This is an optimization exercise on Yosys and OpenROAD, whose aim is small area, a short achievable clock period and few clock cycles, not a production implementation.
In this exercise RTL edits were held to simulation tests only and were not proved equivalent to the original.
No activity file was given, so power comes from the tool's default toggle rates.

File: flow/constraint.sdc
create_clock -name core_clock -period 10.0 [get_ports {clk}]
set_input_delay 2.0000 -clock core_clock [delete_from_list [all_inputs] [get_ports {clk}]]
set_output_delay 2.0000 -clock core_clock [all_outputs]
set_load 0.01 [all_outputs]
File: flow/config.mk
export PLATFORM = sky130hd
export DESIGN_NAME = chip
export DESIGN_NICKNAME = chip
export VERILOG_FILES = /design/flow/design.v
export SDC_FILE = /design/flow/constraint.sdc
export NUM_CORES = 4
export LEC_CHECK = 0
export CAP_MARGIN = 20
export CORE_MARGIN = 2
export CORE_UTILIZATION = 40
export SLEW_MARGIN = 20
File: flow/design.v
module calculator (
    input wire clk,
    input wire rst,
    input wire signed [7:0] BplusX,
    input wire signed [7:0] BminX,
    input wire signed [7:0] BplusY,
    input wire signed [7:0] BminY,
    input wire signed [7:0] BplusZ,
    input wire signed [7:0] BminZ,
    output reg signed [15:0] omegaPsi,
    output reg signed [15:0] omegaTheta
);
    function automatic [8:0] abs9(input signed [8:0] v);
        abs9 = v[8] ? -v : v;
    endfunction
    function automatic [3:0] msb10(input [9:0] v);
        integer j;
        begin
            msb10 = 0;
            for (j = 0; j < 10; j = j + 1) begin
                if (v[j]) msb10 = j;
            end
        end
    endfunction
    reg signed  [8:0] dx, dy, dz;
    reg signed  [8:0] dx_t, dy_t, dz_t;
    reg         [9:0] sum_mag;
    reg         [9:0] sum_t;
    reg         [3:0] sh;
    reg         [3:0] sh_t;
    always_ff @(posedge clk) begin
        if (rst) begin
            dx <= 0; dy <= 0; dz <= 0;
            sum_mag <= 0; sh <= 0;
            omegaPsi <= 0; omegaTheta <= 0;
        end else begin
            dx_t  = BplusX - BminX;
            dy_t  = BplusY - BminY;
            dz_t  = BplusZ - BminZ;
            sum_t = abs9(dx_t) + abs9(dy_t) + abs9(dz_t);
            sh_t  = (sum_t == 0) ? 0 : msb10(sum_t);
            dx      <= dx_t;
            dy      <= dy_t;
            dz      <= dz_t;
            sum_mag <= sum_t;
            sh      <= sh_t;
            if (sum_t == 0) begin
                omegaPsi   <= 0;
                omegaTheta <= 0;
            end else begin
                omegaPsi   <= ($signed(dy_t)  <<< 8) >>> sh_t;
                omegaTheta <= ($signed(-dz_t) <<< 8) >>> sh_t;
            end
        end
    end
endmodule
module tmr (
    input  wire clk,
    input  wire rst,
    input  wire signed [7:0] BplusX,
    input  wire signed [7:0] BminX,
    input  wire signed [7:0] BplusY,
    input  wire signed [7:0] BminY,
    input  wire signed [7:0] BplusZ,
    input  wire signed [7:0] BminZ,
    output wire signed [15:0] omegaPsi,
    output wire signed [15:0] omegaTheta,
    output wire tmr_mismatch,
    output wire tmr_uncorrectable
);
    wire signed [15:0] psi0, psi1, psi2;
    wire signed [15:0] th0,  th1,  th2;
    calculator u_calc0 (
        .clk(clk), .rst(rst),
        .BplusX(BplusX), .BminX(BminX),
        .BplusY(BplusY), .BminY(BminY),
        .BplusZ(BplusZ), .BminZ(BminZ),
        .omegaPsi(psi0),
        .omegaTheta(th0)
    );
    calculator u_calc1 (
        .clk(clk), .rst(rst),
        .BplusX(BplusX), .BminX(BminX),
        .BplusY(BplusY), .BminY(BminY),
        .BplusZ(BplusZ), .BminZ(BminZ),
        .omegaPsi(psi1),
        .omegaTheta(th1)
    );
    calculator u_calc2 (
        .clk(clk), .rst(rst),
        .BplusX(BplusX), .BminX(BminX),
        .BplusY(BplusY), .BminY(BminY),
        .BplusZ(BplusZ), .BminZ(BminZ),
        .omegaPsi(psi2),
        .omegaTheta(th2)
    );
    assign omegaPsi   = (psi0 & psi1) | (psi0 & psi2) | (psi1 & psi2);
    assign omegaTheta = (th0  & th1 ) | (th0  & th2 ) | (th1  & th2 );
    wire diff_psi01 = (psi0 != psi1);
    wire diff_psi02 = (psi0 != psi2);
    wire diff_psi12 = (psi1 != psi2);
    wire diff_th01  = (th0 != th1);
    wire diff_th02  = (th0 != th2);
    wire diff_th12  = (th1 != th2);
    assign tmr_mismatch =
        (diff_psi01 | diff_psi02 | diff_psi12) |
        (diff_th01  | diff_th02  | diff_th12);
    wire uncor_psi = diff_psi01 & diff_psi02 & diff_psi12;
    wire uncor_th  = diff_th01  & diff_th02  & diff_th12;
    assign tmr_uncorrectable = uncor_psi | uncor_th;
endmodule
module crc8_stream #(
    parameter POLY = 8'h07
)(
    input wire clk,
    input wire rst_n,
    input wire start,
    input wire valid,
    input wire [7:0] byte_in,
    output reg [7:0] crc_out
);
    integer i;
    reg [7:0] temp;
    always @(posedge clk) begin
        if (!rst_n) begin
            crc_out <= 8'h00;
        end
        else if (start) begin
            crc_out <= 8'h00;
        end
        else if (valid) begin
            temp = crc_out ^ byte_in;
            for (i = 0; i < 8; i = i + 1) begin
                if (temp[7])
                    temp = (temp << 1) ^ POLY;
                else
                    temp = (temp << 1);
            end
            crc_out <= temp;
        end
    end
endmodule
module crc_controller #(
    parameter int N = 6
)(
    input wire clk,
    input wire rst_n,
    input wire start,
    input wire [8*N-1:0] bytes_flat,
    output reg done,
    output wire [7:0] crc_out
);
    logic crc_start, crc_valid;
    logic [7:0] crc_byte;
    logic [$clog2(N):0] idx;
    logic busy;
    crc8_stream u_crc (
        .clk (clk),
        .rst_n (rst_n),
        .start (crc_start),
        .valid (crc_valid),
        .byte_in (crc_byte),
        .crc_out (crc_out)
    );
    function automatic [7:0] get_byte(input int k);
        get_byte = bytes_flat[8*k +: 8];
    endfunction
    always_ff @(posedge clk) begin
        if (!rst_n) begin
            crc_start <= 1'b0;
            crc_valid <= 1'b0;
            crc_byte <= 8'd0;
            idx <= '0;
            busy <= 1'b0;
            done <= 1'b0;
        end else begin
            crc_start <= 1'b0;
            crc_valid <= 1'b0;
            done <= 1'b0;
            if (start && !busy) begin
                busy <= 1'b1;
                idx <= '0;
                crc_start <= 1'b1;
            end
            else if (busy) begin
                crc_valid <= 1'b1;
                crc_byte <= get_byte(idx);
                if (idx == N-1) begin
                    busy <= 1'b0;
                    done <= 1'b1;
                end
                idx <= idx + 1'b1;
            end
        end
    end
endmodule
module chip #(
    parameter int IN_BYTES  = 7,
    parameter int OUT_BYTES = 6
)(
    input wire clk,
    input wire rst_n,
    input wire in_valid,
    output wire in_ready,
    input  wire [7:0] in_data,
    output reg out_valid,
    input wire out_ready,
    output reg [7:0] out_data
);
    reg [7:0] in_buf [0:IN_BYTES-1];
    reg [$clog2(IN_BYTES):0] in_idx;
    wire signed [7:0] BplusX = $signed(in_buf[0]);
    wire signed [7:0] BminX  = $signed(in_buf[1]);
    wire signed [7:0] BplusY = $signed(in_buf[2]);
    wire signed [7:0] BminY  = $signed(in_buf[3]);
    wire signed [7:0] BplusZ = $signed(in_buf[4]);
    wire signed [7:0] BminZ  = $signed(in_buf[5]);
    wire [7:0] crc_in = in_buf[6];
    wire [8*6-1:0] sensor_flat =
        { in_buf[5], in_buf[4], in_buf[3], in_buf[2], in_buf[1], in_buf[0] };
    wire signed [15:0] omegaPsi;
    wire signed [15:0] omegaTheta;
    wire tmr_mismatch;
    wire tmr_uncorrectable;
    wire rst = ~rst_n;
    wire fire = out_valid && out_ready;
    tmr u_tmr (
        .clk(clk),
        .rst(rst),
        .BplusX(BplusX),
        .BminX(BminX),
        .BplusY(BplusY),
        .BminY(BminY),
        .BplusZ(BplusZ),
        .BminZ(BminZ),
        .omegaPsi(omegaPsi),
        .omegaTheta(omegaTheta),
        .tmr_mismatch(tmr_mismatch),
        .tmr_uncorrectable(tmr_uncorrectable)
    );
    reg crc1_start;
    wire crc1_done;
    wire [7:0] crc1_out;
    crc_controller #(.N(6)) u_crc1 (
        .clk(clk),
        .rst_n(rst_n),
        .start(crc1_start),
        .bytes_flat(sensor_flat),
        .done(crc1_done),
        .crc_out(crc1_out)
    );
    reg crc2_start;
    wire crc2_done;
    wire [7:0] crc2_out;
    wire [7:0] psi_hi = omegaPsi[15:8];
    wire [7:0] psi_lo = omegaPsi[7:0];
    wire [7:0] th_hi  = omegaTheta[15:8];
    wire [7:0] th_lo  = omegaTheta[7:0];
    wire [8*4-1:0] out_flat = { th_lo, th_hi, psi_lo, psi_hi };
    crc_controller #(.N(4)) u_crc2 (
        .clk(clk),
        .rst_n(rst_n),
        .start(crc2_start),
        .bytes_flat(out_flat),
        .done(crc2_done),
        .crc_out(crc2_out)
    );
    reg [7:0] out_buf [0:OUT_BYTES-1];
    reg [$clog2(OUT_BYTES):0] out_idx;
    reg crc_ok;
    reg error_crc;
    wire error_voter = tmr_mismatch;
    wire error_uncorrectable = tmr_uncorrectable;
    wire [7:0] flags_byte = {
        4'b0000,
        error_uncorrectable,
        error_voter,
        error_crc,
        crc_ok
    };
    typedef enum logic [3:0] {
        S_RECV       = 4'd0,
        S_CRC1       = 4'd1,
        S_CRC1_WAIT  = 4'd2,
        S_CHECK      = 4'd3,
        S_TMR_WAIT   = 4'd4,
        S_CRC2_PREP  = 4'd5,
        S_CRC2_START = 4'd6,
        S_CRC2_WAIT  = 4'd9,
        S_CRC2       = 4'd7,
        S_CRC2_LATCH = 4'd10,
        S_SEND       = 4'd8
    } state_t;
    state_t state;
    assign in_ready = (state == S_RECV);
    reg [3:0] wait_cnt;
    integer k;
    always_ff @(posedge clk) begin
    if (!rst_n) begin
        state <= S_RECV;
        in_idx <= 0;
        crc1_start <= 0;
        crc2_start <= 0;
        crc_ok <= 0;
        error_crc <= 0;
        out_valid <= 0;
        out_data <= 8'h00;
        out_idx <= 0;
        wait_cnt <= 0;
        for (k = 0; k < IN_BYTES; k = k + 1)  in_buf[k]  <= 8'h00;
        for (k = 0; k < OUT_BYTES; k = k + 1) out_buf[k] <= 8'h00;
    end else begin
        crc1_start <= 0;
        crc2_start <= 0;
        if (state != S_SEND) begin
            out_valid <= 0;
            out_idx <= 0;
        end
        case (state)
                S_RECV: begin  
                    crc_ok    <= 0;
                    error_crc <= 0;
                    if (in_valid && in_ready) begin
                        in_buf[in_idx] <= in_data;
                        if (in_idx == IN_BYTES-1) begin
                            in_idx <= 0;
                            crc1_start <= 1;
                            state <= S_CRC1;
                        end else begin
                            in_idx <= in_idx + 1;
                        end
                    end
                end
                S_CRC1: begin
                    if (crc1_done) begin
                        state <= S_CRC1_WAIT;
                    end
                end
                S_CRC1_WAIT: begin
                    state <= S_CHECK;
                end
                S_CHECK: begin
                    if (crc1_out == crc_in) begin
                        crc_ok <= 1;
                        error_crc <= 0;
                        wait_cnt <= 0;
                        state <= S_TMR_WAIT;
                    end else begin
                        crc_ok    <= 0;
                        error_crc <= 1;
                        out_buf[0] <= 8'h00;
                        out_buf[1] <= 8'h00;
                        out_buf[2] <= 8'h00;
                        out_buf[3] <= 8'h00;
                        out_buf[4] <= 8'h00;
                        out_buf[5] <= {
                            4'b0000,
                            error_uncorrectable,
                            error_voter,
                            1'b1,   
                            1'b0    
                        };
                        state      <= S_SEND;
                    end
                end
                S_TMR_WAIT: begin
                    if (wait_cnt == 4) begin
                        state <= S_CRC2_PREP;
                    end else begin
                        wait_cnt <= wait_cnt + 1;
                    end
                end
                S_CRC2_PREP: begin
                    state <= S_CRC2_START;
                end
                S_CRC2_START: begin
                    crc2_start <= 1;
                    state <= S_CRC2_WAIT;
                end
                S_CRC2_WAIT: begin
                    state <= S_CRC2;
                end
                S_CRC2: begin
                    if (crc2_done) begin
                        state <= S_CRC2_LATCH;
                    end
                end
                S_CRC2_LATCH: begin
                    out_buf[0] <= psi_hi;
                    out_buf[1] <= psi_lo;
                    out_buf[2] <= th_hi;
                    out_buf[3] <= th_lo;
                    out_buf[4] <= crc2_out;
                    out_buf[5] <= flags_byte;
                    state <= S_SEND;
                end
                S_SEND: begin
                    out_valid <= 1;
                    if (fire) begin
                        if (out_idx == OUT_BYTES-1) begin
                            out_valid <= 0;
                            out_idx <= 0;
                            state <= S_RECV;
                        end else begin
                            out_idx <= out_idx + 1;
                            out_data <= out_buf[out_idx + 1];
                        end
                    end else begin
                        out_data <= out_buf[out_idx];
                    end
                end
                default: begin
                    state <= S_RECV;
                end
            endcase
        end
    end
endmodule
File: flow/run.sh
#!/bin/bash
# synth_recipe.tcl (not shown) runs the flow's synth.tcl, then flattens the netlist and writes it again
# the make line also repeats each setting of config.mk as NAME=value (left out here)
make -C /OpenROAD-flow-scripts/flow DESIGN_CONFIG=/design/flow/config.mk WORK_HOME=/design/flow/orfs CLKGATE_MAP_FILE= SYNTH_SCRIPT=/design/flow/synth_recipe.tcl finish
==> reports/summary.txt, run 1 <==
Static Leak: 5.05 nW
GP Congestion: 0.901
Reg-to-reg slack, setup: 3.21 ns
Hold Path End: out_data[0]
CP max-delay cell: o311ai_4
Total Power: 4.25 mW
Total negative slack: 0 ns
Minimum hold slack: 0.467 ns
Vias in the first global route: 9218
Headroom to the max-slew limit: 29.4%
Status: finished clean
Final wirelength: 30600 microns
Area delta synth->final: 9.98%
Main area contributors after synthesis: dfxtp_1 26%, edfxtp_1 12%, nor2b_1 5.0%
Routing usage on met2: 31.5%
H-tree Lvls: 1
FFs w/ async S/R, synth: 0%
GR Layer Usage met3: 2.05%
CTS tree: yes
Multi-input logic area: 0.00719 sq mm
Hold Crit Depth: 2
Initial core utilization: 40.5%
Max_cap viols: 0
Worst reg2reg startpoint: in_buf[3][0]
WL per Instance: 17.5 microns
Net Switching: 1.91 mW
Share of layout cells above drive strength 1: 7.12%
Hold crit path type: flop to flop
Seq pwr share: 22.9%
Layout net count: 1400
Clk buf depth: 3
Post-CTS setup buffers: 0
Fin crit period: 6.79 ns
Die span in x: 180 microns
Iteration-0 DRC Markers: 799
Syn_nets: 1418
Slew @ Worst Pin: 1.06 ns
I/O pin cnt: 22
Grt ovf: 0
CTS Sinks: 206
Cells after synthesis: 1351
Cell Pwr Density: 313 mW/mm^2
Critical Path, Cell by Cell: ha_1 -> fa_1 -> nor2b_1 -> o21ai_0 -> a21boi_0 -> o21a_1 -> o21ai_0 -> a31oi_1 -> mux2i_1 -> fa_1 -> inv_1 -> ha_1 -> inv_1 -> fa_1 -> nand2b_1 -> a21oi_1 -> xor2_1 -> o21ba_2 -> o311ai_4 -> mux2i_1 -> mux2i_1 -> nor2b_1 -> o21a_1
Post-synth top area share: 25.6%
Switching part of the total: 44.9%
Reg2Reg Capture Point: u_tmr.u_calc2.omegaPsi[1]
Die Area: 0.0323 sq mm
Int Power: 2.34 mW
Vias/cell: 5.49
Initial antenna violation count: 0
Final ANT Viol Nets: 0
Flops & latches, synth: 206
Worst-path maximum fanout: 21
Worst-skew pair later-pin latency: 0.50 ns
Die Y-Extent: 180 microns
Peak VDD IR: 0.419 mV
Cell area after synthesis: 0.0124 sq mm
Final HPWL DP: 22700 microns
Row count: 64
CP peak stage delay: 0.85 ns
Critical path startpoint: in_buf[3][0]
Final-layout fill cell count: 2932
Root Buffer: clkbuf_16
Post-synth EDFFs: 48
Post-synthesis sequential area ratio: 37.3%
Most numerous cell in the Yosys netlist: dfxtp_1
Residual DRC: 0
HP Start: out_data[0]
Final Skew: 0.00728 ns
Post-synth top area cell: dfxtp_1
WS Path Type: flop to flop
Critical Path End Type: flop
RSZ-0062 raised after global routing: false
Worst R2R Path Depth: 23
First-pass GRT wire length: 49900 microns
Drt first pass iters: 5
PostCTS Resize Cnt: 0
Final Slew Violations: 0
Pin count of the biggest net entering global routing: 68
All-Layer GR Usage: 18.6%
Fin. Hold Viols: 0
I/O Buffers: 21
Synth Area per Inst: 9.15 sq um
Clk slew on worst S/H paths: 0.06 ns
Register area: 0.00460 sq mm
Final setup fails: 0
Core Footprint: 0.0305 sq mm
Layer carrying the most global-route usage: met2
Combinational share of power: 57.7%
Synth warnings: 6
Met1 GRT Util: 25.3%
Period Utilization, post-route: 67.9%
Yosys cell types: 84
Startpoint types: flop
Cts hold-fix bufs: 0
Top cells by count, synth: 158 x dfxtp_1, 120 x nor2_1, 99 x nor2b_1
Main synth FF type: dfxtp_1
Via Count: 9583
Crit path DAT: 7.17 ns
Number of inserted diodes: 0
Fmax: 147 MHz
CTS Buf Count: 23
Clock power frac: 19.5%
Worst path required time: 10.39 ns
logic make-up after synthesis:
logic type | synth area share (%)
simple gates | 19.2
flops | 37.3
xor+xnor | 7.70
buf+inv | 4.74
fa+ha+maj | 6.36
compound gates | 17.2
mux | 7.49
critical path, delay by kind of cell, from the launching register on:
kind | cells | cell delay, ns
flip-flops | 1 | 0.39
multiplexers | 3 | 1.00
buffers and inverters | 2 | 0.13
adder cells (fa/ha/maj) | 5 | 1.64
AO/OA/AOI/OAI | 9 | 2.66
XOR/XNOR | 1 | 0.32
AND/OR/NAND/NOR | 3 | 0.51
cells in the final DEF (no fill, tap or decap), drive strengths merged, types with 20 or more instances in the layout:
cell / instances
o21ai: 48
xnor2: 50
nand2: 95
mux2i: 38
edfxtp: 48
clkbuf: 28
nor2: 121
nor2b: 99
dfxtp: 158
xor2: 57
clkdlybuf4s50: 20
inv: 75
a22oi: 66
and2: 43
a21oi: 53
ha: 42
power by group through the flow:
stage | clock (mW) | combinational (mW) | sequential, mW
global placement | 0 | 2.39 | 0.992
detailed placement | 0 | 2.40 | 0.991
finish | 0.828 | 2.45 | 0.972
CTS | 0.843 | 2.41 | 0.973
floorplan | 0 | 2.00 | 0.962
global route | 0.881 | 2.67 | 0.977
registers in the layout, indices dropped and copies added, names as in the netlist, 3 cells and up:
register                  cells
wait_cnt                      4
u_tmr.u_calc2.omegaTheta     16
u_crc2.crc_byte               8
u_crc2.idx                    3
out_buf                      42
u_crc1.u_crc.crc_out          8
out_idx                       4
u_crc1.crc_byte               8
u_crc2.u_crc.crc_out          8
out_data                      8
u_crc1.idx                    4
in_idx                        4
u_tmr.u_calc2.omegaPsi       16
state                         4
in_buf                       56
cell type report:
| type | count | area share, % |
|---|---|---|
| multi-input combinational | 997 | 52.9 |
| inverter | 77 | 2.13 |
| clock inverter | 12 | 0.994 |
| sequential | 206 | 33.9 |
| tap | 396 | 3.65 |
| clock buffer | 28 | 4.37 |
| timing repair buffer | 28 | 2.06 |
routing by layer:
metal / wire length (microns) / share of wire [%]
met5: 0 / 0
met3: 1190 / 3.9
met1: 13800 / 45
met4: 703 / 2.3
met2: 14900 / 49
per-stage QoR:
stage	utilization [%]	instance area [sq um]	std cells	setup slack, ns
5_1_grt	44.6	13600	1744	2.69
6_report	44.6	13600	1744	3.21
4_1_cts	44.4	13600	1743	3.29
3_5_place_dp	42.1	12800	1703	3.27
3_3_place_gp	42.1	12800	1703	3.28
2_1_floorplan	-	12400	1351	4.44
worst max-delay path by stage:
stage                                             to  slack [ns]  cells after the start
after global routing       u_tmr.u_calc2.omegaPsi[8]        2.69                     22
final                      u_tmr.u_calc2.omegaPsi[1]        3.21                     23
after detailed placement   u_tmr.u_calc2.omegaPsi[1]        3.27                     23
after global placement    u_tmr.u_calc2.omegaPsi[11]        3.28                     20
after floorplan            u_tmr.u_calc2.omegaPsi[8]        4.44                     24
after CTS                 u_tmr.u_calc2.omegaPsi[11]        3.29                     23
Testbench counts, summed over its fixed seeds: cycles 14,592.
==> inputs of run 2 (changes only) <==
==> flow/design.v (replaced) <==
module chip #(
    parameter int IN_BYTES  = 7,
    parameter int OUT_BYTES = 6
)(
    input wire clk,
    input wire rst_n,
    input wire in_valid,
    output reg in_ready,
    input  wire [7:0] in_data,
    output reg out_valid,
    input wire out_ready,
    output reg [7:0] out_data
);
    function automatic [7:0] crc8_upd(input [7:0] c, input [7:0] b);
        reg [7:0] t;
        integer i;
        begin
            t = c ^ b;
            for (i = 0; i < 8; i = i + 1)
                t = t[7] ? ((t << 1) ^ 8'h07) : (t << 1);
            crc8_upd = t;
        end
    endfunction
    function automatic [3:0] msb10(input [9:0] v);
        integer j;
        begin
            msb10 = 0;
            for (j = 0; j < 10; j = j + 1)
                if (v[j]) msb10 = j[3:0];
        end
    endfunction
    reg [2:0] icnt;      
    reg [7:0] P;         
    reg       sg;        
    reg       dv;        
    reg [9:0] S;         
    reg [7:0] Y;         
    reg [7:0] Z;         
    reg [7:0] crc_i;     
    reg       pok;       
    reg       full;      
    localparam [2:0] O_IDLE = 3'd0, O_LOAD = 3'd1, O_B0 = 3'd2, O_B1 = 3'd3,
                     O_B2 = 3'd4, O_B3 = 3'd5, O_B4 = 3'd6, O_B5 = 3'd7;
    reg [2:0] ost;       
    reg [3:0] sh;
    reg       ok;
    reg [7:0] crc_o;     
    wire accept = in_valid & in_ready;
    wire fire   = out_valid & out_ready;
    wire       zpair = (icnt == 3'd5);
    wire [8:0] tsum  = {P[7], P} + {~in_data[7], ~in_data} + {8'd0, ~zpair};
    wire [8:0] dnew  = tsum ^ {9{zpair}};
    wire [9:0] s_base = (icnt == 3'd2) ? 10'd0 : S;
    wire [9:0] s_new  = s_base + {2'b00, P ^ {8{sg}}} + {9'd0, sg};
    wire commit = full && (ost == O_IDLE || (ost == O_B5 && out_ready));
    wire       use_z = (ost == O_B1) || (ost == O_B2);           
    wire       hi    = (ost == O_LOAD) || (ost == O_B1);         
    wire [7:0] v     = use_z ? Z : Y;
    wire [24:0] wsrc = {{9{v[7]}}, v, 8'h00};
    wire [4:0]  wsh  = {1'b0, sh} + (hi ? 5'd8 : 5'd0);
    wire [24:0] wres = wsrc >> wsh;
    wire [7:0]  vbyte = ok ? wres[7:0] : 8'h00;
    reg [2:0] icnt_n;
    reg       full_n;
    reg [2:0] ost_n;
    always @* begin
        icnt_n = icnt;
        if (accept) icnt_n = (icnt == 3'd6) ? 3'd0 : icnt + 3'd1;
        full_n = (full & ~commit) | (accept & (icnt == 3'd6));
        ost_n = ost;
        if (commit) ost_n = O_LOAD;
        else if (ost == O_LOAD) ost_n = O_B0;
        else if (fire) ost_n = (ost == O_B5) ? O_IDLE : ost + 3'd1;
    end
    reg ready_n;
    always @* begin
        case (icnt_n)
            3'd1:    ready_n = ~full_n;
            3'd3:    ready_n = ~(ost_n == O_LOAD || ost_n == O_B0);
            3'd5:    ready_n = ~(ost_n == O_LOAD || ost_n == O_B0 || ost_n == O_B1 || ost_n == O_B2);
            default: ready_n = 1'b1;
        endcase
    end
    always @(posedge clk) begin
        if (!rst_n) begin
            icnt      <= 3'd0;
            dv        <= 1'b0;
            full      <= 1'b0;
            ost       <= O_IDLE;
            out_valid <= 1'b0;
            in_ready  <= 1'b1;
        end else begin
            icnt     <= icnt_n;
            full     <= full_n;
            ost      <= ost_n;
            in_ready <= ready_n;
            dv       <= accept & icnt[0];
            if (ost == O_LOAD) out_valid <= 1'b1;
            else if (fire && ost == O_B5) out_valid <= 1'b0;
        end
        if (accept) begin
            if (icnt != 3'd6) crc_i <= crc8_upd((icnt == 3'd0) ? 8'h00 : crc_i, in_data);
            else              pok   <= (crc_i == in_data);
            if (icnt[0]) begin
                P  <= dnew[7:0];
                sg <= dnew[8];
            end else begin
                P  <= in_data;
            end
            if (icnt == 3'd3) Y <= dnew[7:0];
            if (icnt == 3'd5) Z <= dnew[7:0];
        end
        if (dv) S <= s_new;
        if (commit) begin
            sh <= msb10(S);
            ok <= pok;
        end
        if (ost == O_LOAD) out_data <= vbyte;
        else if (fire) begin
            case (ost)
                O_B0, O_B1, O_B2: out_data <= vbyte;
                O_B3:             out_data <= crc8_upd(crc_o, out_data);
                O_B4:             out_data <= ok ? 8'h01 : 8'h02;
                default:          ;
            endcase
            if (ost == O_B0)                    crc_o <= crc8_upd(8'h00, out_data);
            else if (ost == O_B1 || ost == O_B2) crc_o <= crc8_upd(crc_o, out_data);
        end
    end
endmodule
==> reports/summary.txt, run 2 <==
CTS Buf Count: 9 (-61%)
Synth Area per Inst: 9.92 sq um (+8.4%)
PostCTS Resize Cnt: 0 (unchanged)
Final ANT Viol Nets: 0 (unchanged)
Fin crit period: 4.74 ns (-2.05 ns)
Routing usage on met2: 27.9% (-3.6 points)
Top cells by count, synth: 68 x xnor2_1, 65 x edfxtp_1, 47 x nand2_1
Root Buffer: clkbuf_16
Initial antenna violation count: 0 (unchanged)
Syn_nets: 571 (-60%)
GR Layer Usage met3: 2.59% (+0.54 points)
Row count: 42 (-34%)
H-tree Lvls: 3 (+2)
Final Skew: 0.00830 ns (+0.00102 ns)
Peak VDD IR: 0.0915 mV (-78%)
Pin count of the biggest net entering global routing: 28 (-59%)
Initial core utilization: 40.4% (-0.10 points)
Startpoint types: input port
Worst-skew pair later-pin latency: 0.34 ns (-0.16 ns)
Post-synth top area cell: edfxtp_1
Residual DRC: 0 (unchanged)
Status: finished clean
Multiplexer share of the synthesized area: 6.18% (-1.3 points)
WS Path Type: input port to flop
Max_cap viols: 0 (unchanged)
Net Switching: 0.233 mW (-88%)
Largest Register: S
Worst R2R Path Depth: 10 (-57%)
Most numerous cell in the Yosys netlist: xnor2_1
Post-synth top area share: 36.9% (+11 points)
Critical Path End Type: flop
First-pass GRT wire length: 18500 microns (-63%)
Cell Pwr Density: 150 mW/mm^2 (-52%)
Int Power: 0.662 mW (-72%)
Die span in x: 119 microns (-34%)
Die Y-Extent: 119 microns (-34%)
Layer carrying the most global-route usage: met2
Main synth FF type: edfxtp_1
Post-synth EDFFs: 65 (+35%)
Hold crit path type: flop to flop
Final-layout fill cell count: 1203 (-59%)
Hold Crit Depth: 0 (-2)
Final setup fails: 0 (unchanged)
Fmax: 211 MHz (+43%)
Final HPWL DP: 8490 microns (-63%)
Number of inserted diodes: 0 (unchanged)
Drt first pass iters: 5 (unchanged)
Cts hold-fix bufs: 0 (unchanged)
I/O Buffers: 21 (unchanged)
Crit path DAT: 4.80 ns (-2.37 ns)
Worst-path maximum fanout: 4 (-81%)
Synth warnings: 1 (-5)
Grt ovf: 0 (unchanged)
Flops & latches, synth: 75 (-64%)
Largest register FFs: 10 (-82%)
Period Utilization, post-route: 47.4% (-20 points)
Share of layout cells above drive strength 1: 6.49% (-0.64 points)
Final Slew Violations: 0 (unchanged)
Layout net count: 588 (-58%)
Met1 GRT Util: 20.4% (-5.0 points)
Clk slew on worst S/H paths: 0.06 ns (about the same)
Die Area: 0.0142 sq mm (-56%)
I/O pin cnt: 22 (unchanged)
Core Footprint: 0.0131 sq mm (-57%)
Yosys cell types: 61 (-27%)
Vias/cell: 5.28 (-4.0%)
Static Leak: 2.24 nW (-56%)
Post-synthesis sequential area ratio: 40.7% (+3.4 points)
Area delta synth->final: 13.0%
Final wirelength: 11300 microns (-63%)
Commonest non-fill, non-tap cell in the layout: xnor2_1
Most frequent cells in the layout: 68 x xnor2_1, 65 x edfxtp_1, 47 x nand2_1
Cells after synthesis: 533 (-61%)
Clk buf depth: 2 (-1)
Post-Synth Simple-Gate Area: 13.8% (-5.5 points)
CTS tree: yes
GP Congestion: 0.888 (-1.4%)
Vias in the first global route: 3796 (-59%)
Clock power frac: 36.9% (+17 points)
Fin. Hold Viols: 0 (unchanged)
CTS Sinks: 75 (-64%)
WL per Instance: 15.4 microns (-12%)
RSZ-0062 raised after global routing: false
Main area contributors after synthesis: edfxtp_1 37%, xnor2_1 11%, xor2_1 5.8%
Total negative slack: 0 ns (unchanged)
Final core occ: 45.6% (+1.1 points)
Post-synthesis compound-gate area fraction: 12.1% (-5.1 points)
Largest family of logic cells by synthesized area: XOR/XNOR gates
Synth Area in Adders: 6.44% (+0.079 points)
Headroom to the max-slew limit: 38.9% (+9.5 points)
All-Layer GR Usage: 16.4% (-2.2 points)
Slew @ Worst Pin: 0.915 ns (-0.142 ns)
Switching part of the total: 26.0% (-19 points)
Via Count: 3857 (-60%)
FFs w/ async S/R, synth: 0% (unchanged)
Cell area after synthesis: 0.00529 sq mm (-57%)
Combinational share of power: 19.4% (-38 points)
Xor-xnor portion of the synthesized cell area: 17.1% (+9.4 points)
Post-CTS setup buffers: 0 (unchanged)
Minimum hold slack: 0.436 ns (-0.0303 ns)
Seq pwr share: 43.7% (+21 points)
Iteration-0 DRC Markers: 278 (-65%)
Worst path required time: 10.06 ns (-0.33 ns)
-- run 2: critical path, stage by stage --
cell	delay (ns)
clkdlybuf4s50_1	0.56
inv_1	0.06
ha_1	0.34
a21o_1	0.19
fa_1	0.39
a21o_1	0.17
a21oi_1	0.22
o21ai_0	0.18
a2111oi_0	0.45
a21oi_1	0.09
xor2_1	0.16
-- run 2: cell type report --
type	instances	area [sq um]	area share, %
Inverter	32	120	2.01
Multi-Input combinational cell	409	2950	49.4
Sequential cell	75	2150	36.0
Clock buffer	11	253	4.23
Timing Repair Buffer	23	225	3.77
Tap cell	176	220	3.69
Clock inverter	5	51.3	0.859
-- run 2: layer usage --
layer,vias up,part of all wire [%]
li1,1919,-
met1,1837,46
met2,80,49
met3,21,2.9
met4,0,2.5
met5,-,0
-- run 2: logic make-up after synthesis --
logic type	after synthesis
adders and majority gates	26
DFF	75
AOI/OAI and AO/OA	100
muxes	29
xor gates and xnor gates	103
buffers and inverters	49
and+or+nand+nor	151
-- run 2: worst paths after layout --
kind	from	endpoint	slack [ns]
setup / recovery	in_data[0]	sg	5.26
hold / removal	pok	ok	0.44
setup reg to reg	icnt[0]	sg	6.68
hold reg to reg	pok	ok	0.44
-- run 2: power groups by stage --
| stage | Sequential [mW] | Combinational, mW | Clock [mW] |
|---|---|---|---|
| 5_1_grt | 0.393 | 0.194 | 0.349 |
| 3_3_place_gp | 0.397 | 0.168 | 0 |
| 2_1_floorplan | 0.391 | 0.141 | 0 |
| 3_5_place_dp | 0.397 | 0.172 | 0 |
| 4_1_cts | 0.391 | 0.174 | 0.337 |
| 6_report | 0.391 | 0.174 | 0.330 |
-- run 2: per-stage QoR --
stage                     instance area [sq um]  worst slack, ns  power [mW]  instances
final                                      5970             5.26       0.895        731
after global routing                       5970             5.01       0.935        731
after CTS                                  5960             5.31       0.902        731
after detailed placement                   5660             4.96       0.569        715
after global placement                     5650             5.00       0.566        715
after floorplan                            5290             5.75       0.532        533
Testbench counts of run 2, summed over its fixed seeds: cycles 2,752.

what the ideal ports hide:
Ports are ideal in the flow. The routed layouts listed here were re-timed in OpenROAD. Step 1 assumes that a clkbuf_16 drives the clock port and a buf_2 every other input. Step 2 adds t to the input delays and takes it off the output delays; t is the mean of the earliest and latest rising clock arrival at the registers after step 1. Input paths then give back, and output paths get back, about the clock's delay inside the block. Three values: ideal ports, drivers, drivers and shift; two values: the first two.
run	t, ns	slack for setup (ns)	hold WS [ns]	clock arrival spread, ns
run 1	0.542	3.215 / 3.215 / 3.215	0.467 / 0.467 / 0.467	0.008 / 0.009
run 2	0.371	5.260 / 5.275 / 4.903	0.436 / 0.436 / 0.436	0.009 / 0.009
After both steps setup and hold are still met in every run listed. The setup slack of run 2, which loses most, moves by +0.015 ns with the drivers and by -0.357 ns with both steps.
